This is an optimization exercise on Yosys and OpenROAD, whose aim is small area and a short achievable clock period, not a production implementation.
At most, simulation tests tie the RTL to the original design; equivalence was not proved.
The RTL of runs 1 to 3 was laid out without a check of its function.
Power and IR drop assume default switching activity.

### flow/run.sh
#!/bin/bash
# Layout flow: the standard ORFS flow (standard synthesis unchanged), with
# timing repair aimed below the 10 ns period so that the achieved period is short,
# clock tree synthesis without dummy loads, and plain buffers on the ports.
set -euo pipefail
cd "$(dirname "$0")/.."
bash standard.sh SETUP_SLACK_MARGIN=6.9 \
  "CTS_ARGS=-sink_clustering_enable -repair_clock_nets -sink_clustering_size 20 -sink_clustering_max_diameter 80 -dont_use_dummy_load" \
  "BUFFER_PORTS_ARGS=-buffer_cell sky130_fd_sc_hd__buf_2" \
  finish > flow_orfs.log 2>&1
### standard.sh
#!/bin/bash
# synth_recipe.tcl (not shown) runs the flow's synth.tcl, then flattens the netlist and writes it again
# the make line also repeats each setting of config.mk as NAME=value (left out here)
make -C /OpenROAD-flow-scripts/flow DESIGN_CONFIG=/design/flow/config.mk WORK_HOME=/design/flow/orfs CLKGATE_MAP_FILE= SYNTH_SCRIPT=/design/flow/synth_recipe.tcl "${@:-finish}"
### config.mk
export PLATFORM = sky130hd
export DESIGN_NAME = iitb_proc
export DESIGN_NICKNAME = iitb_proc
export VERILOG_FILES = /design/flow/design.v
export SDC_FILE = /design/flow/constraint.sdc
export NUM_CORES = 4
export LEC_CHECK = 0
export ABC_CLOCK_PERIOD_IN_PS = 3500
export CAP_MARGIN = 20
export CORE_MARGIN = 2
export CORE_UTILIZATION = 30
export CTS_CLUSTER_DIAMETER = 80
export CTS_CLUSTER_SIZE = 20
export PLACE_DENSITY = 0.4
export SLEW_MARGIN = 20
### constraint.sdc
create_clock -name core_clock -period 10.0 [get_ports {clk}]
set_input_delay 2.0000 -clock core_clock [delete_from_list [all_inputs] [get_ports {clk}]]
set_output_delay 2.0000 -clock core_clock [all_outputs]
set_load 0.01 [all_outputs]
### design.v
module iitb_proc (clk, reset, i_mem_addr, i_mem_data, reg1, reg2, reg3, reg4, reg5, reg6, reg7);
input clk, reset;
output [15:0] i_mem_addr;
input [15:0] i_mem_data;
output [15:0] reg1, reg2, reg3, reg4, reg5, reg6, reg7;
reg         first;               
reg  [15:0] irf, pc_f;           
reg         irf_hold, irf_rab;   
reg  [4:0]  d_op;                
reg  [2:0]  d_ra, d_rc;
reg  [8:0]  d_imm;               
reg         d_cimm;
reg  [15:0] pc_d;
reg  [15:0] rA_q, rB_q;
reg         ra_is0, rb_is0;
reg  [4:0]  e_op;                
reg  [2:0]  e_rc;
reg         e_alu, e_compl;
reg  [15:0] out_d1, out_d2, brj;    
reg         e_t0, e_t1;              
reg         sig1_q, sig2_q;
reg  [15:0] frm_q;
reg  [15:0] alu_q;               
reg  [7:0]  m_ehi, m_elo, m_ohi, m_olo;    
reg         m_a0;
reg         m_wr, m_wb, m_alu;
reg         m_selo, m_sele, m_sela;    
reg  [2:0]  m_rc;
reg         fc, fz;
reg  [1:0]  wbdis;
reg  [15:0] rd_data;             
reg         w_wb, w_alu;
reg  [2:0]  w_rc;
reg  [15:0] R0;
reg  [15:0] R1, R2, R3, R4, R5, R6, R7;
assign i_mem_addr = R0;
assign reg1 = R1; assign reg2 = R2; assign reg3 = R3; assign reg4 = R4;
assign reg5 = R5; assign reg6 = R6; assign reg7 = R7;
always @(posedge clk or posedge reset)
	if (reset) begin
		first <= 1'b1;
		irf <= 16'd0;
		irf_hold <= 1'b0;
		irf_rab <= 1'b0;
	end else begin
		first <= 1'b0;
		irf <= first ? 16'd0 : i_mem_data;
		irf_hold <= !first && (i_mem_data[15:12] == 4'b0010) && (i_mem_data[1:0] == 2'b11);
		irf_rab <= !first && ((i_mem_data[15:12] == 4'b0011) || (i_mem_data[15:12] == 4'b0100));
	end
always @(posedge clk)
	pc_f <= R0;
wire [3:0] opc = irf[15:12];
wire [2:0] fn = irf[2:0];
wire d_hold = irf_hold;
reg  [4:0] dn_op;
reg  [2:0] dn_ra, dn_rc;
reg        dn_cimm;
always @(*) begin
	dn_op = 5'd0;
	dn_ra = irf[11:9];
	dn_rc = irf[11:9];
	dn_cimm = 1'b0;
	case (opc)
	4'b0000: begin dn_op = 5'd0; dn_rc = irf[8:6]; dn_cimm = 1'b1; end
	4'b0001: begin
		dn_rc = irf[5:3];
		case (fn)
		3'b000: dn_op = 5'd1;
		3'b010: dn_op = 5'd2;
		3'b001: dn_op = 5'd3;
		3'b011: dn_op = 5'd4;
		3'b100: dn_op = 5'd5;
		3'b110: dn_op = 5'd6;
		3'b101: dn_op = 5'd7;
		default: dn_op = 5'd8;
		endcase
	end
	4'b0010: begin
		dn_rc = irf[5:3];
		case (fn)
		3'b000: dn_op = 5'd9;
		3'b010: dn_op = 5'd10;
		3'b001: dn_op = 5'd11;
		3'b100: dn_op = 5'd12;
		3'b110: dn_op = 5'd13;
		default: dn_op = 5'd14;
		endcase
	end
	4'b0011: begin dn_op = 5'd15; dn_ra = irf[8:6]; dn_cimm = 1'b1; end
	4'b0100: begin dn_op = 5'd16; dn_ra = irf[8:6]; dn_cimm = 1'b1; end
	4'b0101: begin dn_op = 5'd17; dn_cimm = 1'b1; end   
	4'b1000: dn_op = 5'd20;
	4'b1001: dn_op = 5'd21;
	4'b1010: dn_op = 5'd22;
	4'b1100: begin dn_op = 5'd23; dn_cimm = 1'b1; end
	4'b1101: dn_op = 5'd24;
	4'b1111: begin dn_op = 5'd25; dn_cimm = 1'b1; end
	default: dn_rc = irf[5:3];
	endcase
end
always @(posedge clk or posedge reset)
	if (reset) begin
		d_op <= 5'd0;
		d_rc <= 3'd0;
	end else if (!d_hold) begin
		d_op <= dn_op;
		d_rc <= dn_rc;
	end
wire [2:0] ra_n = d_hold ? d_ra : irf_rab ? irf[8:6] : irf[11:9];
wire [2:0] rb_n = d_hold ? d_imm[8:6] : irf[8:6];
reg  [15:0] rnA, rnB;
always @(*) begin
	case (ra_n)
	3'd1: rnA = R1; 3'd2: rnA = R2; 3'd3: rnA = R3; 3'd4: rnA = R4;
	3'd5: rnA = R5; 3'd6: rnA = R6; default: rnA = R7;
	endcase
	case (rb_n)
	3'd1: rnB = R1; 3'd2: rnB = R2; 3'd3: rnB = R3; 3'd4: rnB = R4;
	3'd5: rnB = R5; 3'd6: rnB = R6; default: rnB = R7;
	endcase
end
always @(posedge clk) begin
	rA_q <= (w_wb && w_rc == ra_n) ? rd_data : rnA;
	rB_q <= (w_wb && w_rc == rb_n) ? rd_data : rnB;
	ra_is0 <= (ra_n == 3'd0);
	rb_is0 <= (rb_n == 3'd0);
	if (!d_hold) begin
		d_ra <= dn_ra;
		d_imm <= irf[8:0];
		d_cimm <= dn_cimm;
	end
	pc_d <= pc_f;
end
wire [4:0]  f = d_op;
wire [2:0]  ra = d_ra, rb = d_imm[8:6];
wire        f_alu = (f != 5'd0) && (f < 5'd15);
wire        f_jump = (f == 5'd23) || (f == 5'd24) || (f == 5'd25);
wire        f_sw = (f == 5'd17);
wire        f_lli = (f == 5'd15);
wire        f_compl = (f == 5'd5) || (f == 5'd6) || (f == 5'd7) || (f == 5'd8) ||
                      (f == 5'd12) || (f == 5'd13) || (f == 5'd14);
wire [15:0] sext6 = {{10{d_imm[5]}}, d_imm[5:0]};
wire [15:0] zext9 = {7'd0, d_imm};
wire [15:0] rA = ra_is0 ? R0 : rA_q;
wire [15:0] rB = rb_is0 ? R0 : rB_q;
wire [15:0] alu_fwd;
wire        f_upd = f_alu && (e_alu || m_alu || w_alu);
wire [2:0]  fw_rc = w_alu ? w_rc : m_alu ? m_rc : e_rc;
wire        sig1 = f_upd ? (fw_rc == ra) : sig1_q;
wire        sig2 = f_upd ? (fw_rc == rb) : sig2_q;
wire        fw_e = f_upd && !w_alu && !m_alu;
wire [15:0] frm_early = !f_upd ? frm_q : w_alu ? rd_data : alu_q;
wire [15:0] frm = fw_e ? alu_fwd : frm_early;
wire [15:0] d1_early = sig1 ? frm_early : f_jump ? pc_d + 16'd2 : rA;
wire [15:0] d2_early = sig2 ? frm_early : f_sw ? rB + sext6 : d_cimm ? (f_lli ? zext9 : sext6) : rB;
wire [15:0] alu_fwd_x;                
wire [15:0] d1n = (fw_e && sig1) ? alu_fwd : d1_early;
wire [15:0] d2n_x = (fw_e && sig2) ? alu_fwd_x : (d2_early ^ {16{f_compl}});
wire        bj;
wire [15:0] pc_off = pc_d + {(f == 5'd23) ? zext9[14:0] : sext6[14:0], 1'b0};
wire [15:0] r0n = bj ? brj :          
                  first ? 16'd0 :
                  (f == 5'd23) ? pc_off :
                  (f == 5'd24) ? rB :
                  (f == 5'd25) ? rA + {zext9[14:0], 1'b0} :
                  R0 + 16'd2;
always @(posedge clk or posedge reset)
	if (reset) begin
		e_op <= 5'd0;
		e_rc <= 3'd0;
		e_alu <= 1'b0;
		e_compl <= 1'b0;
		sig1_q <= 1'b0;
		sig2_q <= 1'b0;
		R0 <= 16'd0;
	end else begin
		e_op <= f;
		e_rc <= d_rc;
		e_alu <= f_alu;
		e_compl <= f_compl;
		sig1_q <= sig1;
		sig2_q <= sig2;
		R0 <= r0n;
	end
always @(posedge clk) begin
	out_d1 <= d1n;
	out_d2 <= d2n_x;
	e_t1 <= (f == 5'd8) && fc_n;
	e_t0 <= f_compl ^ (((f == 5'd4) || (f == 5'd8)) && fc_n);
	brj <= pc_off;
	frm_q <= frm;
end
wire [15:0] wd = rd_data;
always @(posedge clk) begin
	if (reset) R1 <= 16'd1; else if (w_wb && w_rc == 3'd1) R1 <= wd;
	if (reset) R2 <= 16'd2; else if (w_wb && w_rc == 3'd2) R2 <= wd;
	if (reset) R3 <= 16'd3; else if (w_wb && w_rc == 3'd3) R3 <= wd;
	if (reset) R4 <= 16'd4; else if (w_wb && w_rc == 3'd4) R4 <= wd;
	if (reset) R5 <= 16'd5; else if (w_wb && w_rc == 3'd5) R5 <= wd;
	if (reset) R6 <= 16'h8000; else if (w_wb && w_rc == 3'd6) R6 <= wd;
	if (reset) R7 <= 16'h8000; else if (w_wb && w_rc == 3'd7) R7 <= wd;
end
wire [4:0]  x = e_op;
wire [15:0] op1 = out_d1, opb = out_d2;
wire        x_add = (x < 5'd9);
wire        x_nand = (x > 5'd8) && (x < 5'd15);
wire        x_jump = (x == 5'd23) || (x == 5'd24) || (x == 5'd25);
wire        x_cc = (x == 5'd2) || (x == 5'd6) || (x == 5'd10) || (x == 5'd13);
wire        x_cz = (x == 5'd3) || (x == 5'd7) || (x == 5'd11) || (x == 5'd14);
wire        x_unc = (x == 5'd0) || (x == 5'd1) || (x == 5'd4) || (x == 5'd5) || (x == 5'd8) ||
                    (x == 5'd9) || (x == 5'd12) || (x == 5'd15) || (x == 5'd16) ||
                    (x == 5'd23) || (x == 5'd24);
wire        fc_n;
wire [15:0] cs_r = {14'd0, e_t1, e_t0};
wire [15:0] cs_s = op1 ^ opb ^ cs_r;
wire [16:0] cs_c = {(op1 & opb) | (op1 & cs_r) | (opb & cs_r), 1'b0};
wire [16:0] sum = {1'b0, cs_s} + cs_c;
wire [15:0] cs_p = cs_s ^ cs_c[15:0];
wire        sum_zero = (cs_p == {cs_s[14:0] | cs_c[14:0], 1'b0});
wire [15:0] opr2 = opb + {15'd0, e_compl};    
wire [15:0] nand_out = ~(op1 & opr2);
assign alu_fwd = x_add ? sum[15:0] : nand_out;
assign alu_fwd_x = x_add ? (sum[15:0] ^ {16{f_compl}}) : (nand_out ^ {16{f_compl}});
wire [15:0] alu_n = x_add ? sum[15:0] : x_nand ? nand_out :
                    ((x == 5'd15) || (x == 5'd16)) ? opb : op1;
wire        eq = (op1 == opb);
wire        lt = (op1 < opb);
assign bj = ((x == 5'd20) && eq) || ((x == 5'd21) && lt) || ((x == 5'd22) && (lt || eq));
wire        wb_n = (wbdis == 2'd0) && ((x_cc && fc) || (x_cz && fz) || x_unc);
assign      fc_n = (wbdis == 2'd0) ? (!e_compl && sum[16]) : fc;
wire        nand_zero = (op1 == 16'hffff) && (e_compl ? (opb == 16'hfffe) : (opb == 16'hffff));
wire        fz_n = (wbdis != 2'd0) ? fz :
                   x_add ? sum_zero :
                   x_nand ? nand_zero : fz;
wire [6:0]  maddr = (x == 5'd16) ? op1[6:0] + opb[6:0] : opb[6:0];
wire [7:0]  ohi_n = 8'd1 << maddr[6:4];
wire [7:0]  olo_n = 8'd1 << maddr[3:1];
always @(posedge clk or posedge reset)
	if (reset) begin
		m_wr <= 1'b0;
		m_wb <= 1'b0;
		m_alu <= 1'b0;
		wbdis <= 2'd0;
	end else begin
		m_wr <= (x == 5'd17);
		m_wb <= wb_n;
		m_alu <= e_alu;
		wbdis <= bj ? 2'd3 : x_jump ? 2'd2 : (wbdis != 2'd0) ? wbdis - 2'd1 : 2'd0;
	end
always @(posedge clk) begin
	alu_q <= alu_n;
	m_sele <= (x == 5'd16) && !maddr[0];
	m_selo <= (x == 5'd16) && maddr[0];
	m_sela <= (x != 5'd16);
	m_a0 <= maddr[0];
	m_ohi <= ohi_n;
	m_olo <= olo_n;
	m_ehi <= (maddr[0] && olo_n[7]) ? {ohi_n[6:0], ohi_n[7]} : ohi_n;
	m_elo <= maddr[0] ? {olo_n[6:0], olo_n[7]} : olo_n;
	m_rc <= e_rc;
	fc <= fc_n;
	fz <= fz_n;
end
wire [7:0] wd_e = m_a0 ? alu_q[15:8] : alu_q[7:0];
wire [7:0] wd_o = m_a0 ? alu_q[7:0] : alu_q[15:8];
localparam [47:0] INIT_E = 48'h33_84_03_02_01_06;    
localparam [47:0] INIT_O = 48'h99_40_20_80_40_00;    
reg [511:0] ebank, obank;
reg rst_q;
always @(posedge clk) rst_q <= reset;
genvar j, b, g;
generate for (j = 0; j < 64; j = j + 1) begin : bank
	always @(posedge clk) begin
		if (rst_q || (m_wr && m_ehi[j / 8] && m_elo[j % 8]))
			ebank[8*j +: 8] <= rst_q ? ((j < 6) ? INIT_E[8*j +: 8] : 8'd0) : wd_e;
		if (rst_q || (m_wr && m_ohi[j / 8] && m_olo[j % 8]))
			obank[8*j +: 8] <= rst_q ? ((j < 6) ? INIT_O[8*j +: 8] : 8'd0) : wd_o;
	end
end endgenerate
wire [7:0] rd_e, rd_o;
generate for (b = 0; b < 8; b = b + 1) begin : rdbit
	wire [7:0] eg, og;
	for (g = 0; g < 8; g = g + 1) begin : grp
		wire [7:0] ecol, ocol;
		for (j = 0; j < 8; j = j + 1) begin : col
			assign ecol[j] = ebank[8*(8*g + j) + b];
			assign ocol[j] = obank[8*(8*g + j) + b];
		end
		assign eg[g] = |(ecol & m_elo);
		assign og[g] = |(ocol & m_olo);
	end
	assign rd_e[b] = |(eg & m_ehi);
	assign rd_o[b] = |(og & m_ohi);
end endgenerate
wire [15:0] rd_n = ({rd_o, rd_e} & {16{m_sele}}) | ({rd_e, rd_o} & {16{m_selo}}) |
                   (alu_q & {16{m_sela}});
always @(posedge clk or posedge reset)
	if (reset) begin
		w_wb <= 1'b0;
		w_alu <= 1'b0;
	end else begin
		w_wb <= m_wb;
		w_alu <= m_alu;
	end
always @(posedge clk) begin
	rd_data <= rd_n;
	w_rc <= m_rc;
end
endmodule
==> results of run 1 <==
-- layer usage --
metal	GRT usage (%)	vias up	part of all wire [%]
met2	31.27	1105	46
li1	-	18549	-
met5	0	-	0.0063
met1	28.13	20922	47
met4	4.458	2	1.9
met3	3.002	215	5.1
-- worst max path at each step --
stage | start | slack, ns | endpoint
6_report | R0[0]$_DFFE_PP0P_ | 6.69 | i_mem_addr[0]
5_1_grt | R0[0]$_DFFE_PP0P_ | 6.65 | i_mem_addr[0]
4_1_cts | R0[0]$_DFFE_PP0P_ | 6.63 | i_mem_addr[0]
3_5_place_dp | ra_is0$_DFF_P_ | 6.26 | R0[11]$_DFF_PP0_
3_3_place_gp | out_d2[2]$_DFF_P_ | 6.31 | e_t1$_DFF_P_
2_1_floorplan | ra_is0$_DFF_P_ | 6.90 | R0[11]$_DFF_PP0_
-- area by class of cell --
type                       count  area share (%)
antenna                        4         0.01436
timing repair buffer         419           5.350
tap                         2656           4.767
inverter                      93          0.5079
clock buffer                 100           3.589
multi-input combinational   2933           29.04
sequential                  1420           56.73
-- placed cells by master, fill, tap and decap left out, types with 63 or more instances in the layout --
cell | Yosys | final
edfxtp_1 | 1038 | 1038
a22oi_1 | 583 | 583
nand2_1 | 520 | 518
a21oi_1 | 336 | 327
buf_4 | 2 | 256
dfxtp_1 | 320 | 168
nor2_1 | 185 | 160
a21o_1 | 155 | 153
nand4_1 | 151 | 151
buf_6 | 4 | 134
clkbuf_16 | 0 | 101
o21ai_0 | 99 | 88
inv_1 | 89 | 86
xnor2_1 | 90 | 85
dfxtp_4 | 0 | 82
dfxtp_2 | 0 | 70
ha_1 | 99 | 69
mux2i_1 | 67 | 64
nand3_1 | 65 | 63
-- what timing repair did --
action	in CTS	in global routing
endpoints found under the setup margin	932	177
setup buffers	160	42
pin swaps	35	60
gates cloned	0	2
resized for setup	456	82
-- cell usage after synthesis (all sizes together) (9+ instances only) --
cell | instances | area (sq um)
mux2i | 70 | 729.4
o22ai | 13 | 81.33
xnor2 | 90 | 788.3
ha | 99 | 1239
o211ai | 36 | 315.3
a21oi | 339 | 1708
mux2 | 52 | 596.8
clkbuf | 310 | 1166
a31oi | 22 | 137.6
a211oi | 58 | 435.4
nand4 | 151 | 944.7
inv | 89 | 334.1
o41ai | 9 | 112.6
a221oi | 15 | 137.6
o221ai | 27 | 255.2
fa | 10 | 200.2
nand2b | 28 | 175.2
dfrtp | 61 | 1526
edfxtp | 1038 | 31170
and4 | 19 | 166.4
nor2b | 28 | 175.2
a21o | 157 | 1181
nand2 | 521 | 1958
dfxtp | 320 | 6406
o31ai | 12 | 105.1
nor4 | 13 | 81.33
nand3 | 65 | 325.3
and3 | 18 | 112.6
o21a | 10 | 75.07
nor3 | 32 | 186.4
xor2 | 54 | 473.0
and2 | 20 | 125.1
nor2 | 186 | 700.7
o21ai | 115 | 609.3
a22oi | 583 | 4377
buf | 45 | 237.7
-- report_power, final --
part	internal, mW	switching (mW)	leakage [nW]
clock network	1.76	1.99	1.23
registers	8.19	1.33	14.1
logic	2.03	3.88	9.67
-- logic make-up (layout without fill, tap and decap cells) --
| logic type | after synthesis | in the layout | share of synthesized area, % |
|---|---|---|---|
| AO/OA/AOI/OAI | 1450 | 1450 | 16.72 |
| flip-flops | 1420 | 1420 | 65.09 |
| AND/OR/NAND/NOR | 1107 | 1107 | 8.571 |
| buffers and inverters | 448 | 612 | 2.916 |
| XOR/XNOR | 144 | 144 | 2.098 |
| multiplexers | 122 | 122 | 2.206 |
| adder cells (fa/ha/maj) | 109 | 109 | 2.394 |
| other | 1 | 5 | 0.006238 |
-- per-stage QoR --
step / instance area [sq um] / worst slack (ns) / utilization (%)
CTS: 68940 / 6.634 / 34.56
detailed placement: 63630 / 6.262 / 31.90
floorplan: 60240 / 6.900 / -
finish: 69720 / 6.694 / 34.95
global route: 69710 / 6.647 / 34.95
global placement: 63600 / 6.310 / 31.89
==> results.py, run 1 <==
metrics = {
    "cts": {
        "clk_latency_ns": 0.77,
        "cts_buffer_depth": 3,
        "cts-htree-levels": 3,
        "tritoncts.num_buffers": 100,
        "postCtsHoldBufs": 0,
        "cts.sinks": 1420,
        "cts_tree": "yes",
        "path_clk_slew_ns": 0.06,
        "root_buffer": "clkbuf_16",
    },
    "timing": {
        "worst_pin_slew_ns": 1.193,
        "fmax_ghz": 0.3025,
        "slew_headroom_pct": 20.41,
        "hold_viol": 0,
        "hold_ws_ns": 0.3240,
        "slew_violations": 0,
        "fin_setup_tns_ns": 0,
        "rsz0062_at_grt": "true",
        "fin_crit_ns": 3.306,
        "skew_ns": 0.1114,
        "setup_viol": 0,
        "min_period_over_period_pct": 33.06,
    },
    "power_and_ir_drop": {
        "total_power_mw": 19.17,
        "ir_drop_v": 0.0001557,
        "leakage_nw": 24.99,
        "powerDensity_mw_per_mm2": 275.0,
    },
    "critical_path": {
        "reg2reg_to": "out_d2[10]$_DFF_P_",
        "cp_num_buf_inv": 1,
        "startpoint_type": "register",
        "slowest_stage": "dfrtp_2",
        "path_delay_family": "flip-flops",
        "path_depth": 1,
        "reg2regPathDepth": 14,
        "cp_cell_sequence": "buf_6",
        "critPathKind": "reg -> out",
        "crit_path_max_incr_delay_ns": 0.45,
        "endpoint_kind": "output pin",
        "reg2reg_slack_ns": 6.78,
        "worst_ep_required_time_ns": 8.00,
        "worstPathMaxFanout": 2,
        "r2r_start": "R0[0]$_DFFE_PP0P_",
        "arrival_ns": 1.31,
    },
    "hold_path": {
        "hp-class": "reg -> reg",
        "worstHoldPathCells": 0,
        "hold_end": "pc_d[2]$_DFF_P_",
        "hold_start": "pc_f[2]$_DFF_P_",
    },
    "yosys": {
        "yosys_warnings": 1,
        "synth.ff_latch_count": 1420,
        "synth_edf_count": 1038,
        "synthesis.area_sq_mm": 0.06012,
        "synth_fp_nets": 4928,
        "yosysUniqueCellTypes": 94,
        "ys_async_sr_fraction_pct": 4.366,
        "synthFlopType": "edfxtp_1",
        "seq_area_frac_synth_pct": 65.09,
        "synth_area_per_cell_sq_um": 12.52,
        "syn_inst": 4801,
    },
    "drt": {
        "drc": 0,
        "antenna_left": 0,
        "route.final.wire_length_mm": 206.4,
        "avgViaCountPerCell": 5.350,
        "drt-pass1-iter-count": 6,
        "wire_per_inst_microns": 27.07,
        "drtIter0Drc": 3259,
        "via_count": 40793,
    },
    "global_routing": {
        "grt_usage_pct": 19.66,
        "grt_pass1_wl_mm": 296.6,
        "grt-ovfl-total": 0,
        "antenna_found_initial": 3,
        "grt_max_degree": 72,
        "grt_pass1_vias": 40021,
    },
    "job": {
        "cap_violations": 0,
    },
    "floorplanning": {
        "dieWidth_microns": 451.6,
        "die-area_sq_mm": 0.2040,
        "row_count": 164,
        "die_y_microns": 451.6,
        "core-area_sq_mm": 0.1995,
        "io_pins": 146,
        "initial_core_util_pct": 30.14,
    },
    "final_layout": {
        "regArea_sq_mm": 0.03955,
        "reg_top3": "ebank x512, obank x512",
        "multi_input_area_sq_mm": 0.02024,
        "layout-drive-gt1-share_pct": 18.69,
        "nets": 5094,
        "area_growth_syn_to_layout_pct": 15.97,
        "fill_cells": 19612,
        "final_cells": 7625,
    },
    "placed_design": {
        "port_buffers": 145,
        "gp_congestion": 0.8280,
        "placed_cells": 7317,
        "dp_hpwl_mm": 128.4,
    },
    "status": {
        "status": "timing/DRC/antenna clean",
    },
}
==> inputs of run 2 (changes only) <==
--- a/flow/run.sh
+++ b/flow/run.sh
@@ -4,7 +4,7 @@
 # clock tree synthesis without dummy loads, and plain buffers on the ports.
 set -euo pipefail
 cd "$(dirname "$0")/.."
-bash standard.sh SETUP_SLACK_MARGIN=6.9 \
+bash standard.sh SETUP_SLACK_MARGIN=6.7 \
   "CTS_ARGS=-sink_clustering_enable -repair_clock_nets -sink_clustering_size 20 -sink_clustering_max_diameter 80 -dont_use_dummy_load" \
   "BUFFER_PORTS_ARGS=-buffer_cell sky130_fd_sc_hd__buf_2" \
   finish > flow_orfs.log 2>&1
==> run 2 against run 1 <==
Effect of this change:
- critical path depth did not move
- synthesized cell count did not move
- utilization fell by 0.99 points
- wire length fell by 0.13%
- fmax fell by 0.87%
- flip-flop and latch count did not move
- combinational power fell by 3.7%
- sequential share of layout area rose by 1.6 points
- final cell count fell by 1.5%
- non-clock buffer count fell by 109
- still clean
- design area fell by 2.8%
==> results.py, run 2 <==
metrics = {
    "power_and_ir_drop": {
        "ir_drop_v": 0.0001708,
        "switching_share_pct": 37.80,
        "p_int_mw": 11.72,
        "power_frac_comb_pct": 30.2,
        "powerDensity_mw_per_mm2": 278.2,
        "power_frac_clock_pct": 19.6,
        "leakage_nw": 24.20,
        "power_switching_mw": 7.121,
        "p_seq_share_pct": 50.2,
    },
    "drt": {
        "via_count": 40438,
        "drc": 0,
        "drtIter0Drc": 3719,
        "drt-pass1-iter-count": 6,
        "avgViaCountPerCell": 5.386,
        "route.final.wire_length_mm": 206.2,
        "antenna_left": 0,
        "wire_per_inst_microns": 27.46,
    },
    "yosys": {
        "yosysUniqueCellTypes": 94,
        "synth.ff_latch_count": 1420,
        "synth_fp_nets": 4928,
        "ys_async_sr_fraction_pct": 4.366,
        "yosys_warnings": 1,
        "seq_area_frac_synth_pct": 65.09,
        "syn_inst": 4801,
        "yosys.area.top_type": "edfxtp_1",
        "synth_edf_count": 1038,
        "synthFlopType": "edfxtp_1",
        "synth_area_leaders": "edfxtp_1 52%, dfxtp_1 11%, a22oi_1 7.3%",
        "yosysMostFrequentCell": "edfxtp_1",
        "synthesis.area_sq_mm": 0.06012,
        "netlist_top_cells_count": "1038 x edfxtp_1, 583 x a22oi_1, 520 x nand2_1, 336 x a21oi_1, 320 x dfxtp_1",
        "synth_top_area_share_pct": 51.85,
        "synth_area_per_cell_sq_um": 12.52,
    },
    "cts": {
        "clk_latency_ns": 0.78,
        "path_clk_slew_ns": 0.07,
        "root_buffer": "clkbuf_16",
        "tritoncts.num_buffers": 96,
        "cts-htree-levels": 3,
        "cts_tree": "yes",
        "cts.sinks": 1420,
        "cts_buffer_depth": 3,
    },
    "hold_path": {
        "hold_end": "pc_d[7]$_DFF_P_",
        "hold_start": "pc_f[7]$_DFF_P_",
        "worstHoldPathCells": 0,
        "hp-class": "reg -> reg",
    },
    "final_layout": {
        "nets": 4981,
        "reg_top3": "ebank x512, obank x512",
        "final_cells": 7508,
        "antenna_cells": 0,
        "layout-drive-gt1-share_pct": 15.83,
        "area_growth_syn_to_layout_pct": 12.67,
        "layout_common_cells": "1038 x edfxtp_1, 583 x a22oi_1, 519 x nand2_1",
        "finish.utilization_pct": 33.96,
        "final_common_cell": "edfxtp_1",
    },
    "floorplanning": {
        "row_count": 164,
        "initial_core_util_pct": 30.14,
        "die_y_microns": 451.6,
        "die-area_sq_mm": 0.2040,
        "dieWidth_microns": 451.6,
        "core-area_sq_mm": 0.1995,
        "io_pins": 146,
    },
    "timing": {
        "fmax_ghz": 0.2998,
        "slew_headroom_pct": 25.55,
        "slew_violations": 0,
        "min_period_over_period_pct": 33.35,
        "hold_viol": 0,
        "rsz0062_at_grt": "true",
        "worst_pin_slew_ns": 1.113,
        "skew_ns": 0.1507,
        "fin_crit_ns": 3.335,
        "setup_viol": 0,
        "fin_setup_tns_ns": 0,
    },
    "critical_path": {
        "reg2regPathDepth": 13,
        "worst_ep_required_time_ns": 8.00,
        "path_delay_family": "flip-flops",
        "cp_cell_sequence": "buf_6",
        "endpoint_kind": "output pin",
        "cp_num_buf_inv": 1,
        "crit_path_max_incr_delay_ns": 0.46,
        "arrival_ns": 1.34,
        "worstPathMaxFanout": 4,
        "slowest_stage": "dfrtp_2",
        "reg2reg_to": "out_d1[13]$_DFF_P_",
        "critPathKind": "reg -> out",
        "r2r_start": "out_d1[1]$_DFF_P_",
        "reg2reg_slack_ns": 6.69,
        "startpoint_type": "register",
    },
    "global_routing": {
        "grt_pass1_vias": 39589,
        "grt-ovfl-total": 0,
        "grt_pass1_wl_mm": 296.6,
        "grt_max_degree": 78,
        "grt_usage_pct": 19.66,
        "antenna_found_initial": 3,
    },
    "placed_design": {
        "placed_cells": 7321,
        "gp_congestion": 0.8456,
        "dp_hpwl_mm": 129.6,
        "port_buffers": 145,
    },
    "job": {
        "cap_violations": 0,
    },
    "status": {
        "status": "timing/DRC/antenna clean",
    },
}
[run 2: through the flow]
step | power [mW] | setup WS (ns) | hold WS [ns] | instance area [sq um]
floorplan | 12.31 | 6.704 | 0.3096 | 60130
global placement | 15.07 | 6.265 | 0.3096 | 63580
detailed placement | 15.06 | 6.228 | 0.3135 | 63600
CTS | 18.91 | 6.617 | 0.3286 | 67320
global route | 19.77 | 6.570 | 0.3294 | 67730
finish | 18.84 | 6.665 | 0.3262 | 67730
[run 2: routing by layer]
layer | vias to the layer above | routed length, microns | part of all wire [%] | track usage (%)
li1 | 18300 | - | - | -
met1 | 20885 | 96700 | 47 | 28.11
met2 | 1064 | 95360 | 46 | 31.53
met3 | 189 | 10130 | 4.9 | 2.782
met4 | 0 | 3964 | 1.9 | 4.337
met5 | - | 0 | 0 | 0
[run 2: timing repair]
item | 4_1_cts | 5_1_grt
resized for setup | 305 | 48
pin swaps | 22 | 30
hold buffers | 0 | 0
setup buffers | 72 | 18
gates cloned | 0 | 1
endpoints found under the setup margin | 202 | 55
[run 2: worst max path at each step]
stage,start,endpoint,slack (ns),cells after the start
after floorplan,ra_is0$_DFF_P_,R0[11]$_DFF_PP0_,6.70,14
after global placement,rb_is0$_DFF_P_,out_d2[12]$_DFF_P_,6.26,12
after detailed placement,rb_is0$_DFF_P_,out_d2[14]$_DFF_P_,6.23,12
after CTS,R0[0]$_DFFE_PP0P_,i_mem_addr[0],6.62,1
after global routing,out_d1[1]$_DFF_P_,out_d1[13]$_DFF_P_,6.57,13
final,R0[0]$_DFFE_PP0P_,i_mem_addr[0],6.66,1
[run 2: power groups by stage]
stage / clock, mW / sequential (mW) / combinational (mW)
after floorplan: 0 / 8.67 / 3.64
after global placement: 0 / 9.60 / 5.47
after detailed placement: 0 / 9.62 / 5.45
after CTS: 3.80 / 9.47 / 5.64
after global routing: 3.97 / 9.62 / 6.18
final: 3.69 / 9.47 / 5.69
[run 2: cell families after synthesis]
group	Yosys count	share of synthesized area, %
flip-flops	1420	65.09
AO/OA/AOI/OAI	1450	16.72
buffers and inverters	448	2.916
adder cells (fa/ha/maj)	109	2.394
other	1	0.006238
multiplexers	122	2.206
AND/OR/NAND/NOR	1107	8.571
XOR/XNOR	144	2.098
[run 2: final cells by class]
| class | instances | area [sq um] |
|---|---|---|
| timing repair buffer | 310 | 2300 |
| inverter | 93 | 350.3 |
| fill | 19664 | 131700 |
| sequential | 1420 | 39530 |
| tap | 2656 | 3323 |
| multi-input combinational | 2933 | 19830 |
| clock buffer | 96 | 2402 |
==> inputs of run 3 (changes only) <==
--- a/config.mk
+++ b/config.mk
@@ -8,8 +8,8 @@
 export ABC_CLOCK_PERIOD_IN_PS = 3500
 export CAP_MARGIN = 20
 export CORE_MARGIN = 2
-export CORE_UTILIZATION = 30
+export CORE_UTILIZATION = 40
 export CTS_CLUSTER_DIAMETER = 80
 export CTS_CLUSTER_SIZE = 20
-export PLACE_DENSITY = 0.4
+export PLACE_DENSITY = 0.5
 export SLEW_MARGIN = 20
==> run 3 against run 2 <==
Effect of this change:
- first-iteration DRC count is 5.7% higher
- clock-buffer cell count decreased by 7
- sequential share of layout area is 1.3 points higher
- critical path type is now reg -> reg
- non-clock buffer count is 37 lower
- flip-flop and latch count is the same
- final cell count decreased by 9.1%
- register-to-register slack barely moved
- die area shrank 25%
- wire length shrank 6.9%
- highest routed layer unchanged
- total power decreased by 1.9%
- combinational power decreased by 3%
==> results.py, run 3 <==
metrics = {
    "floorplanning": {
        "die-area_sq_mm": 0.1534,
        "core-area_sq_mm": 0.1496,
        "row_count": 142,
        "die_y_microns": 391.7,
        "dieWidth_microns": 391.7,
        "io_pins": 146,
        "initial_core_util_pct": 40.18,
    },
    "critical_path": {
        "critPathKind": "reg -> reg",
        "startpoint_type": "register",
        "arrival_ns": 3.89,
        "cp_cell_sequence": "fa_1 -> ha_2 -> inv_1 -> fa_2 -> nand2b_4 -> a21o_4 -> a211oi_2 -> a211o_1 -> a21oi_2 -> xnor2_2 -> a21oi_2 -> o221ai_2 -> mux2_4",
        "crit_path_max_incr_delay_ns": 0.56,
        "worst_ep_required_time_ns": 10.56,
        "slowest_stage": "fa_1",
        "endpoint_kind": "register",
        "worstPathMaxFanout": 3,
        "cpMostUsedCell": "a21oi_2",
    },
    "yosys": {
        "synth-compound-area-share_pct": 16.72,
        "yosysUniqueCellTypes": 94,
        "ys_async_sr_fraction_pct": 4.366,
        "synthesis.area_sq_mm": 0.06012,
        "synth_area_leaders": "edfxtp_1 52%, dfxtp_1 11%, a22oi_1 7.3%",
        "netlist_top_cells_count": "1038 x edfxtp_1, 583 x a22oi_1, 520 x nand2_1, 336 x a21oi_1, 320 x dfxtp_1",
        "synth_fp_nets": 4928,
        "synth_mux_area_share_pct": 2.206,
        "synthFlopType": "edfxtp_1",
        "synth_area_per_cell_sq_um": 12.52,
        "syn_inst": 4801,
        "synth_top_family_by_area": "compound AO/OA/AOI/OAI gates",
        "synth_edf_count": 1038,
        "seq_area_frac_synth_pct": 65.09,
        "yosys.area.top_type": "edfxtp_1",
        "synth.ff_latch_count": 1420,
        "yosysMostFrequentCell": "edfxtp_1",
        "yosys_warnings": 1,
        "synth_xor_area_share_pct": 2.098,
        "synth_top_area_share_pct": 51.85,
        "synthAdderAreaFrac_pct": 2.394,
        "yosys.area_share.simple_pct": 8.571,
    },
    "timing": {
        "fin_setup_tns_ns": 0,
        "rsz0062_at_grt": "true",
        "fmax_ghz": 0.3008,
        "hold_viol": 0,
        "min_period_over_period_pct": 33.25,
        "fin_crit_ns": 3.325,
        "worst_pin_slew_ns": 1.123,
        "slew_headroom_pct": 25.06,
        "skew_ns": 0.1036,
        "slew_violations": 0,
        "setup_viol": 0,
    },
    "final_layout": {
        "fill_cells": 13882,
        "nets": 4937,
        "finish.utilization_pct": 44.28,
        "reg_top3": "ebank x512, obank x512",
        "final_common_cell": "edfxtp_1",
        "final_cells": 6825,
        "layout-drive-gt1-share_pct": 14.85,
        "layout_common_cells": "1038 x edfxtp_1, 583 x a22oi_1, 519 x nand2_1",
        "area_growth_syn_to_layout_pct": 10.19,
    },
    "power_and_ir_drop": {
        "switching_share_pct": 37.55,
        "power_frac_comb_pct": 29.8,
        "leakage_nw": 23.90,
        "power_frac_clock_pct": 18.7,
        "powerDensity_mw_per_mm2": 279.0,
        "p_seq_share_pct": 51.5,
        "power_switching_mw": 6.939,
        "ir_drop_v": 0.0001711,
        "p_int_mw": 11.54,
    },
    "cts": {
        "path_clk_slew_ns": 0.08,
        "root_buffer": "clkbuf_16",
        "cts.sinks": 1420,
        "cts-htree-levels": 3,
        "cts_buffer_depth": 3,
        "tritoncts.num_buffers": 89,
        "clk_latency_ns": 0.75,
        "cts_tree": "yes",
    },
    "global_routing": {
        "grt_usage_pct": 24.51,
        "grt_pass1_vias": 38683,
        "grt_max_degree": 91,
        "grt-ovfl-total": 0,
        "grt_pass1_wl_mm": 276.6,
        "antenna_found_initial": 1,
    },
    "placed_design": {
        "gp_congestion": 0.9259,
        "dp_hpwl_mm": 121.9,
        "port_buffers": 145,
        "placed_cells": 6674,
    },
    "drt": {
        "wire_per_inst_microns": 28.12,
        "avgViaCountPerCell": 5.933,
        "route.final.wire_length_mm": 191.9,
        "drtIter0Drc": 3932,
        "drt-pass1-iter-count": 6,
        "drc": 0,
        "antenna_left": 0,
        "via_count": 40492,
    },
    "hold_path": {
        "hp-class": "reg -> reg",
    },
    "job": {
        "cap_violations": 0,
    },
    "status": {
        "status": "timing/DRC/antenna clean",
    },
}
[run 3: cell count changes in the layout (fill, tap and decap cells not counted), sizes merged]
cell	change
diode	+1
clkbuf	-6
clkinvlp	+1
buf	-38
inv	+1
clkinv	-2
[run 3: what timing repair did]
action,CTS,global route
setup endpoints to repair,178,58
pin swaps,10,22
gates resized for setup,229,66
hold buffers,0,0
setup buffers,45,13
gates cloned,0,1
[run 3: metrics by stage]
step	setup slack [ns]	hold slack, ns	cell area [sq um]	power (mW)
floorplan	6.704	0.3096	60130	12.31
global placement	6.067	0.3101	62720	14.90
detailed placement	6.092	0.3121	62720	14.93
CTS	6.592	0.3022	65800	18.47
global route	6.557	0.3100	66240	19.31
finish	6.675	0.2979	66240	18.48
[run 3: critical path: cells and delay by family, from the launching register on]
family	cells	cell delay, ns
adders and majority gates	3	1.14
AOI/OAI and AO/OA	6	1.08
DFF	1	0.35
muxes	1	0.27
xor gates and xnor gates	1	0.18
and+or+nand+nor	1	0.16
buffers and inverters	1	0.06
[run 3: layout make-up]
class | count | area, sq um | share of cell area (%)
diodes | 1 | 2.502 | 0.003778
clock buffers | 89 | 2227 | 3.362
inverters | 93 | 355.3 | 0.5364
multi-input cells | 2933 | 19750 | 29.82
flip-flops and latches | 1420 | 39530 | 59.67
well taps | 2016 | 2522 | 3.808
repair buffers | 273 | 1853 | 2.797
[run 3: per-layer routing]
layer	track usage (%)	wire, microns
met1	34.95	85440
met2	39.14	89170
met3	3.185	11660
met4	7.084	5649
met5	0	0
[run 3: path summary, 6_finish.rpt]
check,start,to,cells past startpoint,slack [ns]
max in group asynchronous,reset,d_op[3]$_DFFE_PP0N_,3,7.45
min reg2reg,pc_f[8]$_DFF_P_,pc_d[8]$_DFF_P_,0,0.30
min in group asynchronous,reset,irf[8]$_DFF_PP0_,2,1.58
max,out_d1[1]$_DFF_P_,out_d1[13]$_DFF_P_,13,6.68
max reg2reg,out_d1[1]$_DFF_P_,out_d1[13]$_DFF_P_,13,6.68
min,pc_f[8]$_DFF_P_,pc_d[8]$_DFF_P_,0,0.30
[run 3: cells by family (layout without fill, tap and decap cells)]
group                      Yosys count  count (layout)
AOI/OAI and AO/OA                 1450            1450
DFF                               1420            1420
and+or+nand+nor                   1107            1107
buffers and inverters              448             455
xor gates and xnor gates           144             144
muxes                              122             122
adders and majority gates          109             109
other                                1               2
[run 3: power groups by stage]
stage          logic, mW  registers [mW]  clock network [mW]
3_3_place_gp        5.29            9.61                   0
6_report            5.51            9.51                3.46
2_1_floorplan       3.64            8.67                   0
5_1_grt             5.93            9.65                3.73
3_5_place_dp        5.29            9.64                   0
4_1_cts             5.43            9.50                3.54
==> inputs of run 4 (changes only) <==
--- a/design.v
+++ b/design.v
@@ -159,8 +159,8 @@
 wire [15:0] d2n_x = (fw_e && sig2) ? alu_fwd_x : (d2_early ^ {16{f_compl}});
 wire        bj;
 wire [15:0] pc_off = pc_d + {(f == 5'd23) ? zext9[14:0] : sext6[14:0], 1'b0};
-wire [15:0] r0n = bj ? brj :          
-                  first ? 16'd0 :
+wire [15:0] r0n = bj ? brj :
+                  (first || reset) ? 16'd0 :
                   (f == 5'd23) ? pc_off :
                   (f == 5'd24) ? rB :
                   (f == 5'd25) ? rA + {zext9[14:0], 1'b0} :
@@ -173,7 +173,6 @@
 		e_compl <= 1'b0;
 		sig1_q <= 1'b0;
 		sig2_q <= 1'b0;
-		R0 <= 16'd0;
 	end else begin
 		e_op <= f;
 		e_rc <= d_rc;
@@ -181,9 +180,9 @@
 		e_compl <= f_compl;
 		sig1_q <= sig1;
 		sig2_q <= sig2;
-		R0 <= r0n;
 	end
 always @(posedge clk) begin
+	R0 <= r0n;
 	out_d1 <= d1n;
 	out_d2 <= d2n_x;
 	e_t1 <= (f == 5'd8) && fc_n;
==> run 4 against run 3 <==
Effect of this change:
- sequential share of layout area down 0.22 points
- critical path depth down 1
- die area up 0.15%
- fmax about the same
- register-to-register slack about the same
- worst hold slack better by 0.025 ns
- area after synthesis up 0.15%
- via count up 1.1%
- final cell count up 1.0%
- non-clock buffer count up 22
- synthesized cell count up 0.83%
==> results.py, run 4 <==
metrics = {
    "status": {
        "status": "timing/DRC/antenna clean",
    },
    "critical_path": {
        "cp_cell_sequence": "fa_1 -> ha_2 -> inv_2 -> fa_2 -> nor2b_4 -> o31ai_4 -> a2111o_1 -> a31oi_2 -> xor2_2 -> a21oi_2 -> o221ai_2 -> mux2_4",
        "r2r_start": "e_t1$_DFF_P_",
        "worst_ep_required_time_ns": 10.53,
        "critPathKind": "reg -> reg",
        "path_delay_family": "adder cells",
        "reg2reg_to": "out_d1[13]$_DFF_P_",
        "reg2regPathDepth": 12,
        "crit_path_max_incr_delay_ns": 0.56,
        "cp_num_buf_inv": 1,
        "arrival_ns": 3.85,
        "slowest_stage": "fa_1",
        "worstPathMaxFanout": 2,
        "reg2reg_slack_ns": 6.68,
        "endpoint_kind": "register",
        "startpoint_type": "register",
    },
    "timing": {
        "hold_ws_ns": 0.3225,
        "slew_headroom_pct": 18.82,
        "fmax_ghz": 0.3008,
        "fin_crit_ns": 3.324,
        "skew_ns": 0.1176,
        "slew_violations": 0,
        "worst_pin_slew_ns": 1.216,
        "rsz0062_at_grt": "true",
        "setup_viol": 0,
        "fin_setup_tns_ns": 0,
        "min_period_over_period_pct": 33.24,
        "hold_viol": 0,
        "fin_ws_ns": 6.676,
    },
    "yosys": {
        "synthFlopType": "edfxtp_1",
        "synth_top_area_share_pct": 51.82,
        "seq_area_frac_synth_pct": 64.88,
        "yosysMostFrequentCell": "edfxtp_1",
        "ys_async_sr_fraction_pct": 3.239,
        "yosys.area.top_type": "edfxtp_1",
        "synth_edf_count": 1039,
        "synthesis.area_sq_mm": 0.06020,
        "synth_area_per_cell_sq_um": 12.44,
        "synth.ff_latch_count": 1420,
        "yosysUniqueCellTypes": 92,
        "syn_inst": 4841,
        "netlist_top_cells_count": "1039 x edfxtp_1, 588 x a22oi_1, 487 x nand2_1, 335 x dfxtp_1, 315 x clkbuf_1",
        "synth_area_leaders": "edfxtp_1 52%, dfxtp_1 11%, a22oi_1 7.3%",
        "synth_fp_nets": 4968,
        "yosys_warnings": 1,
    },
    "floorplanning": {
        "die_y_microns": 392.0,
        "die-area_sq_mm": 0.1536,
        "row_count": 142,
        "core-area_sq_mm": 0.1496,
        "initial_core_util_pct": 40.24,
        "dieWidth_microns": 392.0,
        "io_pins": 146,
    },
    "placed_design": {
        "gp_congestion": 0.9072,
        "port_buffers": 145,
        "post-place-ws_ns": 6.125,
        "dp_hpwl_mm": 123.5,
    },
    "hold_path": {
        "hp-class": "reg -> reg",
        "hold_start": "pc_f[15]$_DFF_P_",
        "hold_end": "pc_d[15]$_DFF_P_",
        "worstHoldPathCells": 0,
    },
    "cts": {
        "cts_buffer_depth": 3,
        "cts-htree-levels": 3,
        "cts.sinks": 1420,
        "root_buffer": "clkbuf_16",
        "cts_tree": "yes",
        "clk_latency_ns": 0.75,
        "postCtsHoldBufs": 0,
        "path_clk_slew_ns": 0.08,
        "tritoncts.num_buffers": 92,
    },
    "job": {
        "cap_violations": 0,
    },
    "final_layout": {
        "area_growth_syn_to_layout_pct": 10.54,
        "layout-drive-gt1-share_pct": 14.65,
        "final_common_cell": "edfxtp_1",
        "layout_common_cells": "1039 x edfxtp_1, 588 x a22oi_1, 486 x nand2_1",
        "finish.utilization_pct": 44.49,
        "reg_top3": "ebank x512, obank x512",
        "nets": 5003,
    },
    "power_and_ir_drop": {
        "ir_drop_v": 0.0001471,
        "p_seq_share_pct": 51.4,
        "leakage_nw": 24.13,
        "power_frac_clock_pct": 19.4,
        "powerDensity_mw_per_mm2": 273.6,
        "total_power_mw": 18.21,
        "switching_share_pct": 37.12,
        "p_int_mw": 11.45,
        "power_switching_mw": 6.758,
        "power_frac_comb_pct": 29.2,
    },
    "drt": {
        "drc": 0,
        "antenna_left": 0,
        "drtIter0Drc": 3275,
        "avgViaCountPerCell": 5.941,
        "route.final.wire_length_mm": 194.3,
        "via_count": 40950,
        "drt-pass1-iter-count": 6,
        "wire_per_inst_microns": 28.19,
    },
    "global_routing": {
        "grt_usage_pct": 24.85,
        "grt_pass1_vias": 39754,
        "grt_pass1_wl_mm": 281.1,
        "antenna_found_initial": 3,
        "grt-ovfl-total": 0,
        "grt_max_degree": 85,
    },
}
==> run 4: cell count changes in the layout (fill, tap and decap cells not counted), sizes merged, moves of 15 or more <==
cell	before	now
buf	272	295
nor2	186	226
mux2i	70	92
nand2	521	488
a221oi	15	34
dfxtp	320	335
dfrtp	61	45
o211ai	36	17
a211oi	58	38
a21oi	339	312
==> run 4: layout make-up <==
type | instances | area, sq um
Sequential cell | 1420 | 39560
Multi-Input combinational cell | 2976 | 19860
Tap cell | 2016 | 2522
Timing Repair Buffer | 295 | 1942
Antenna cell | 3 | 7.507
Clock buffer | 92 | 2302
Fill cell | 13831 | 83050
Inverter | 91 | 347.8
==> run 4: per-layer routing <==
layer  global-route usage (%)  part of all wire [%]  wire length (microns)
met4                    10.03                   4.5                   8665
met5                        0                     0                      0
met1                    33.80                    44                  84670
met2                    40.67                    47                  92150
met3                    2.648                   4.6                   8843
==> run 4: power groups by stage <==
stage	combinational, mW	sequential (mW)	clock, mW
6_report	5.32	9.35	3.54
5_1_grt	5.74	9.48	3.80
4_1_cts	5.27	9.34	3.63
3_5_place_dp	5.15	9.49	0
3_3_place_gp	5.15	9.46	0
2_1_floorplan	3.47	8.62	0
==> run 4: worst max-delay path by stage <==
stage / cells after the start / from / to / slack [ns]
finish: 12 / e_t1$_DFF_P_ / out_d1[13]$_DFF_P_ / 6.68
global route: 12 / e_t1$_DFF_P_ / out_d1[13]$_DFF_P_ / 6.60
CTS: 1 / R0[15]$_DFF_P_ / i_mem_addr[15] / 6.59
detailed placement: 11 / rb_is0$_DFF_P_ / out_d2[14]$_DFF_P_ / 6.12
global placement: 11 / ra_is0$_DFF_P_ / R0[15]$_DFF_P_ / 6.16
floorplan: 13 / ra_is0$_DFF_P_ / R0[15]$_DFF_P_ / 6.59
==> run 4: through the flow <==
stage | instances | instance area, sq um
after floorplan | 4841 | 60230
after global placement | 6717 | 62850
after detailed placement | 6717 | 62850
after CTS | 6874 | 66220
after global routing | 6890 | 66540
final | 6893 | 66550
==> run 4: kinds of logic (layout without fill, tap and decap cells) <==
logic type               Yosys count  after routing  synth area share [%]
adder cells (fa/ha/maj)          109            109                 2.390
other                              1              4              0.006229
flip-flops                      1420           1420                 64.88
AO/OA/AOI/OAI                   1422           1422                 16.29
AND/OR/NAND/NOR                 1167           1167                 9.099
multiplexers                     142            142                 2.504
XOR/XNOR                         135            135                 1.964
buffers and inverters            445            478                 2.866
==> run 4: what timing repair did <==
item	4_1_cts	5_1_grt
resized for setup	270	59
setup endpoints to repair	178	47
pin swaps	8	8
buffers inserted	65	16
==> inputs of run 5 (changes only) <==
--- a/config.mk
+++ b/config.mk
@@ -8,8 +8,8 @@
 export ABC_CLOCK_PERIOD_IN_PS = 3500
 export CAP_MARGIN = 20
 export CORE_MARGIN = 2
-export CORE_UTILIZATION = 40
+export CORE_UTILIZATION = 30
 export CTS_CLUSTER_DIAMETER = 80
 export CTS_CLUSTER_SIZE = 20
-export PLACE_DENSITY = 0.5
+export PLACE_DENSITY = 0.4
 export SLEW_MARGIN = 20
==> run 5 against run 4 <==
Effect of this change:
- still clean on timing, DRC and antenna
- sequential share of layout area decreased by 1.7 points
- worst setup slack got worse by 0.031 ns
- critical path depth unchanged
- non-clock buffer count up 59
- final cell count up 10%
- largest cell class unchanged
- largest power group unchanged
==> results.py, run 5 <==
metrics = {
    "drt": {
        "avgViaCountPerCell": 5.443,
        "antenna_left": 0,
        "wl_met1_mm": 101.0,
        "drt-pass1-iter-count": 6,
        "via_count": 41356,
        "wire_per_inst_microns": 28.22,
        "route.final.wire_length_mm": 214.4,
        "wl_met3_mm": 11.16,
        "drc": 0,
        "met2_length_mm": 97.32,
        "drtIter0Drc": 3840,
        "highest_layer": "met5",
    },
    "timing": {
        "hold_viol": 0,
        "setup_viol": 0,
        "skew_ns": 0.1014,
        "slew_headroom_pct": 23.80,
        "slew_violations": 0,
        "worst_pin_slew_ns": 1.139,
        "fin_setup_tns_ns": 0,
        "fin_crit_ns": 3.355,
        "fmax_ghz": 0.2981,
        "min_period_over_period_pct": 33.54,
        "rsz0062_at_grt": "true",
    },
    "cts": {
        "cts_tree": "yes",
        "tritoncts.num_buffers": 99,
        "root_buffer": "clkbuf_16",
        "cts.sinks": 1420,
        "cts_buffer_depth": 3,
        "postCtsHoldBufs": 0,
        "cts-htree-levels": 3,
        "path_clk_slew_ns": 0.07,
        "clk_latency_ns": 0.75,
    },
    "floorplanning": {
        "initial_core_util_pct": 30.15,
        "die-area_sq_mm": 0.2043,
        "dieWidth_microns": 452.0,
        "io_pins": 146,
        "core-area_sq_mm": 0.1997,
        "row_count": 164,
        "die_y_microns": 452.0,
    },
    "yosys": {
        "seq_area_frac_synth_pct": 64.88,
        "synth_top_area_share_pct": 51.82,
        "synth.ff_latch_count": 1420,
        "netlist_top_cells_count": "1039 x edfxtp_1, 588 x a22oi_1, 487 x nand2_1, 335 x dfxtp_1, 315 x clkbuf_1",
        "synth_area_leaders": "edfxtp_1 52%, dfxtp_1 11%, a22oi_1 7.3%",
        "yosys_warnings": 1,
        "yosysMostFrequentCell": "edfxtp_1",
        "synth_area_per_cell_sq_um": 12.44,
        "synthFlopType": "edfxtp_1",
        "syn_inst": 4841,
        "ys_async_sr_fraction_pct": 3.239,
        "synth_fp_nets": 4968,
        "synthesis.area_sq_mm": 0.06020,
        "synth_edf_count": 1039,
        "yosysUniqueCellTypes": 92,
        "yosys.area.top_type": "edfxtp_1",
    },
    "global_routing": {
        "antenna_found_initial": 4,
        "grt-ovfl-total": 0,
        "grt_pass1_vias": 40832,
        "grt_pass1_wl_mm": 307.9,
        "grt_usage_pct": 20.48,
        "grt_max_degree": 92,
    },
    "critical_path": {
        "crit_end": "out_d1[11]$_DFF_P_",
        "critPathKind": "reg -> reg",
        "reg2reg_slack_ns": 6.65,
        "worst_ep_required_time_ns": 10.61,
        "arrival_ns": 3.97,
        "reg2reg_to": "out_d1[11]$_DFF_P_",
        "r2r_start": "out_d2[1]$_DFF_P_",
        "cp-startpoint": "out_d2[1]$_DFF_P_",
        "reg2regPathDepth": 12,
        "worstPathMaxFanout": 3,
        "endpoint_kind": "register",
        "startpoint_type": "register",
    },
    "power_and_ir_drop": {
        "ir_drop_v": 0.0001552,
        "total_power_mw": 18.58,
        "leakage_nw": 24.60,
        "powerDensity_mw_per_mm2": 270.9,
    },
    "job": {
        "cap_violations": 0,
    },
    "status": {
        "status": "timing/DRC/antenna clean",
    },
    "final_layout": {
        "reg_top3": "ebank x512, obank x512",
        "layout-drive-gt1-share_pct": 15.89,
        "fill_cells": 19631,
        "nets": 5069,
        "area_growth_syn_to_layout_pct": 13.88,
        "final_cells": 7598,
        "final_common_cell": "edfxtp_1",
        "layout_common_cells": "1039 x edfxtp_1, 588 x a22oi_1, 485 x nand2_1",
    },
    "placed_design": {
        "placed_cells": 7358,
        "port_buffers": 145,
        "gp_congestion": 0.8807,
        "dp_hpwl_mm": 136.0,
    },
    "hold_path": {
        "hp-class": "reg -> reg",
    },
}
## run 5: cell counts after synthesis
No cell type changed its count.
## run 5: cell type report
| cell class | count | area, sq um | share of cell area (%) |
|---|---|---|---|
| flip-flops and latches | 1420 | 39580 | 57.74 |
| multi-input cells | 2976 | 19960 | 29.11 |
| well taps | 2656 | 3323 | 4.847 |
| repair buffers | 354 | 2869 | 4.185 |
| clock buffers | 99 | 2477 | 3.613 |
| inverters | 91 | 345.3 | 0.5037 |
| diodes | 2 | 5.005 | 0.007300 |
## run 5: worst min-delay path by stage
stage / startpoint / end / slack (ns) / depth (start not counted)
after floorplan: pc_f[0]$_DFF_P_ / pc_d[0]$_DFF_P_ / 0.31 / 0
after global placement: pc_f[11]$_DFF_P_ / pc_d[11]$_DFF_P_ / 0.31 / 0
after detailed placement: pc_f[0]$_DFF_P_ / pc_d[0]$_DFF_P_ / 0.31 / 0
after CTS: pc_f[0]$_DFF_P_ / pc_d[0]$_DFF_P_ / 0.32 / 0
after global routing: pc_f[0]$_DFF_P_ / pc_d[0]$_DFF_P_ / 0.33 / 0
final: pc_f[13]$_DFF_P_ / pc_d[13]$_DFF_P_ / 0.33 / 0
## run 5: layer usage
metal / vias up / GRT usage [%]
met3: 230 / 2.993
met4: 8 / 4.567
met2: 1145 / 32.04
met1: 21339 / 29.87
met5: - / 0
li1: 18634 / -
## run 5: logic make-up after synthesis
| kind of cell | after synthesis | synth area share, % |
|---|---|---|
| compound gates | 1422 | 16.29 |
| flops | 1420 | 64.88 |
| simple gates | 1167 | 9.099 |
| buf+inv | 445 | 2.866 |
| mux | 142 | 2.504 |
| xor+xnor | 135 | 1.964 |
| fa+ha+maj | 109 | 2.390 |
| other cells | 1 | 0.006229 |
## run 5: metrics by stage
step	hold WS (ns)	setup slack, ns	util (%)	cell area (sq um)
after detailed placement	0.3136	5.821	31.89	63670
after CTS	0.3229	6.574	34.15	68190
final	0.3279	6.646	34.34	68560
after global placement	0.3105	5.888	31.89	63660
after floorplan	0.3096	6.595	-	60230
after global routing	0.3286	6.558	34.34	68560
## run 5: power breakdown
| group | switching (mW) | internal (mW) |
|---|---|---|
| clock | 1.98 | 1.74 |
| combinational | 3.70 | 1.75 |
| sequential | 1.27 | 8.13 |
| total | 6.96 | 11.6 |
## run 5: what timing repair did
action / CTS / global route
endpoints found under the setup margin: 269 / 130
gates resized for setup: 380 / 60
buffers inserted: 125 / 13
pin swaps: 11 / 13
## run 5: worst max-delay path, cell delays in order, from the launching register on
cell	delay, ns
dfxtp_4	0.36
fa_2	0.60
ha_4	0.17
inv_2	0.04
fa_2	0.37
nor2b_4	0.17
o31ai_4	0.07
a21oi_1	0.33
a311oi_1	0.18
xnor2_1	0.23
mux2i_2	0.33
o21ai_0	0.16
a21o_1	0.22
==> inputs of run 6 (changes only) <==
--- a/config.mk
+++ b/config.mk
@@ -8,8 +8,8 @@
 export ABC_CLOCK_PERIOD_IN_PS = 3500
 export CAP_MARGIN = 20
 export CORE_MARGIN = 2
-export CORE_UTILIZATION = 30
+export CORE_UTILIZATION = 52
 export CTS_CLUSTER_DIAMETER = 80
 export CTS_CLUSTER_SIZE = 20
-export PLACE_DENSITY = 0.4
+export PLACE_DENSITY = 0.62
 export SLEW_MARGIN = 20
==> run 6 against run 5 <==
Effect of this change:
- clock-buffer cell count shrank 16
- non-clock buffer count shrank 110
- synthesized cell count is the same
- final cell count shrank 17%
- fmax grew 1.1%
- worst setup slack gained 0.037 ns
- sequential share of layout area grew 2.7 points
- critical path type is now reg -> out
- register-to-register slack gained 0.06 ns
- global-route usage grew 9.0 points
- largest cell class unchanged
- first-iteration DRC count grew 14%
==> results.py, run 6 <==
metrics = {
    "floorplanning": {
        "row_count": 124,
        "core-area_sq_mm": 0.1147,
        "io_pins": 146,
        "initial_core_util_pct": 52.51,
        "die-area_sq_mm": 0.1185,
        "die_y_microns": 344.3,
        "dieWidth_microns": 344.3,
    },
    "timing": {
        "slew_headroom_pct": 22.44,
        "fin_crit_ns": 3.318,
        "fin_ws_ns": 6.682,
        "fmax_ghz": 0.3014,
        "worst_pin_slew_ns": 1.162,
        "fin_setup_tns_ns": 0,
        "slew_violations": 0,
        "hold_viol": 0,
        "skew_ns": 0.07850,
        "rsz0062_at_grt": "true",
        "min_period_over_period_pct": 33.18,
        "setup_viol": 0,
    },
    "critical_path": {
        "arrival_ns": 1.32,
        "endpoint_kind": "output pin",
        "startpoint_type": "register",
        "worst_ep_required_time_ns": 8.00,
        "worstPathMaxFanout": 2,
        "critPathKind": "reg -> out",
    },
    "yosys": {
        "synth_edf_count": 1039,
        "synthesis.area_sq_mm": 0.06020,
        "ys_async_sr_fraction_pct": 3.239,
        "syn_inst": 4841,
        "yosysUniqueCellTypes": 92,
        "synthFlopType": "edfxtp_1",
        "yosys.area.top_type": "edfxtp_1",
        "netlist_top_cells_count": "1039 x edfxtp_1, 588 x a22oi_1, 487 x nand2_1, 335 x dfxtp_1, 315 x clkbuf_1",
        "synth_top_area_share_pct": 51.82,
        "synth_fp_nets": 4968,
        "seq_area_frac_synth_pct": 64.88,
        "synth_area_leaders": "edfxtp_1 52%, dfxtp_1 11%, a22oi_1 7.3%",
        "yosys_warnings": 1,
        "yosysMostFrequentCell": "edfxtp_1",
        "synth.ff_latch_count": 1420,
        "synth_area_per_cell_sq_um": 12.44,
    },
    "final_layout": {
        "regArea_sq_mm": 0.03932,
        "reg_top3": "ebank x512, obank x512",
        "layout-drive-gt1-share_pct": 13.29,
        "nets": 4943,
        "final_cells": 6326,
        "area_growth_syn_to_layout_pct": 8.105,
        "fill_cells": 9460,
        "final_common_cell": "edfxtp_1",
        "antenna_cells": 0,
        "multi_input_area_sq_mm": 0.01992,
        "layout_common_cells": "1039 x edfxtp_1, 588 x a22oi_1, 486 x nand2_1",
    },
    "drt": {
        "drtIter0Drc": 4379,
        "wl_met1_mm": 73.87,
        "wl_met3_mm": 12.23,
        "avgViaCountPerCell": 6.492,
        "drc": 0,
        "antenna_left": 0,
        "drt-pass1-iter-count": 8,
        "route.final.wire_length_mm": 177.4,
        "met2_length_mm": 82.08,
        "highest_layer": "met5",
        "wire_per_inst_microns": 28.04,
        "via_count": 41069,
    },
    "power_and_ir_drop": {
        "p_seq_share_pct": 51.3,
        "p_int_mw": 11.34,
        "switching_share_pct": 36.56,
        "power_frac_comb_pct": 30.3,
        "leakage_nw": 23.71,
        "power_switching_mw": 6.532,
        "power_frac_clock_pct": 18.4,
        "ir_drop_v": 0.0001772,
        "powerDensity_mw_per_mm2": 274.6,
    },
    "global_routing": {
        "grt-ovfl-total": 0,
        "antenna_found_initial": 4,
        "grt_pass1_wl_mm": 260.4,
        "grt_max_degree": 91,
        "grt_pass1_vias": 39182,
        "grt_usage_pct": 29.51,
    },
    "placed_design": {
        "gp_congestion": 0.9087,
        "port_buffers": 145,
        "placed_cells": 6218,
        "post-place-ws_ns": 6.116,
        "dp_hpwl_mm": 112.6,
    },
    "cts": {
        "cts_buffer_depth": 3,
        "tritoncts.num_buffers": 83,
        "root_buffer": "clkbuf_16",
        "clk_latency_ns": 0.70,
        "cts-htree-levels": 3,
        "cts.sinks": 1420,
        "postCtsHoldBufs": 0,
        "cts_tree": "yes",
        "path_clk_slew_ns": 0.07,
    },
    "status": {
        "status": "timing/DRC/antenna clean",
    },
    "hold_path": {
        "hp-class": "reg -> reg",
    },
    "job": {
        "cap_violations": 0,
    },
}
[run 6: cell counts after synthesis]
Identical to the previous run, type by type.
[run 6: kinds of logic after synthesis]
logic type	Yosys count	synth area share (%)
multiplexers	142	2.504
adder cells (fa/ha/maj)	109	2.390
flip-flops	1420	64.88
buffers and inverters	445	2.866
XOR/XNOR	135	1.964
AND/OR/NAND/NOR	1167	9.099
other	1	0.006229
AO/OA/AOI/OAI	1422	16.29
[run 6: routing by layer]
metal	vias to the layer above	global-route usage (%)
met4	6	13.33
met1	20483	41.14
li1	18363	-
met5	-	0
met2	1866	46.80
met3	351	3.395
[run 6: worst paths after layout]
check                      cells past startpoint              start  slack [ns]                   to
setup reg to reg                              11  out_d2[1]$_DFF_P_        6.71         e_t0$_DFF_P_
setup / recovery                               2    R0[0]$_DFFE_PP_        6.68        i_mem_addr[0]
hold / removal                                 0    pc_f[2]$_DFF_P_        0.32      pc_d[2]$_DFF_P_
max in group asynchronous                      3              reset        7.93      first$_DFF_PP1_
hold reg to reg                                0    pc_f[2]$_DFF_P_        0.32      pc_d[2]$_DFF_P_
min in group asynchronous                      2              reset        1.47  d_op[1]$_DFFE_PP0N_
[run 6: area by class of cell]
| type | instances | share of cell area, % |
|---|---|---|
| flip-flops and latches | 1420 | 60.41 |
| inverters | 91 | 0.5306 |
| well taps | 1512 | 2.907 |
| clock buffers | 83 | 3.191 |
| repair buffers | 244 | 2.365 |
| multi-input cells | 2976 | 30.60 |
[run 6: stage by stage]
stage	power, mW	util [%]	hold slack [ns]	cell area (sq um)
floorplan	12.08	-	0.3096	60230
global placement	14.35	54.27	0.3100	62220
detailed placement	14.43	54.29	0.3121	62250
CTS	17.71	56.39	0.3213	64660
global route	18.59	56.76	0.3190	65080
finish	17.87	56.76	0.3226	65080
[run 6: worst max-delay path, cell delays in order (launching register included)]
cell and delay (ns):
edfxtp_1 0.40, buf_6 0.15, buf_6 0.11
[run 6: what timing repair did]
item	in CTS	in global routing
resized for setup	126	93
buffers inserted	11	12
pin swaps	7	14
setup endpoints to repair	126	61
[run 6: power groups by stage]
stage                     Sequential (mW)  Clock [mW]  Combinational [mW]
after floorplan                      8.62           0                3.47
after global placement               9.22           0                5.14
after detailed placement             9.26           0                5.18
after CTS                            9.12        3.33                5.26
after global routing                 9.27        3.52                5.79
final                                9.17        3.29                5.41

re-timing with driven ports:
How much do the figures lean on ideal ports? The routed layouts below were timed once more, with nothing changed but the port constraints. Step 1 (the two cells are an assumption about what drives the block):
set clk [get_ports {clk}]
set_driving_cell -lib_cell sky130_fd_sc_hd__clkbuf_16 $clk
set_driving_cell -lib_cell sky130_fd_sc_hd__buf_2 [delete_from_list [all_inputs] $clk]
Step 2 adds t to the input delays and takes it off the output delays; t is the mean of the earliest and latest rising clock arrival at the registers after step 1. Input paths then give back, and output paths get back, about the clock's delay inside the block. Three values: ideal, step 1, step 2; two values: the first two.
run | t (ns) | slack for setup (ns) | latest minus earliest clock arrival (ns)
run 1 | 0.794 | 6.694 / 6.613 / 6.379 | 0.113 / 0.112
run 2 | 0.797 | 6.665 / 6.574 / 6.425 | 0.151 / 0.151
run 3 | 0.762 | 6.675 / 6.655 / 6.392 | 0.126 / 0.126
run 4 | 0.772 | 6.676 / 6.630 / 6.374 | 0.117 / 0.118
run 5 | 0.782 | 6.645 / 6.595 / 6.431 | 0.111 / 0.110
run 6 | 0.734 | 6.682 / 6.606 / 6.427 | 0.080 / 0.081
After both steps every run listed still meets setup and hold. For run 1, which loses most, drivers alone change the setup slack by -0.081 ns; drivers and shift together by -0.315 ns.
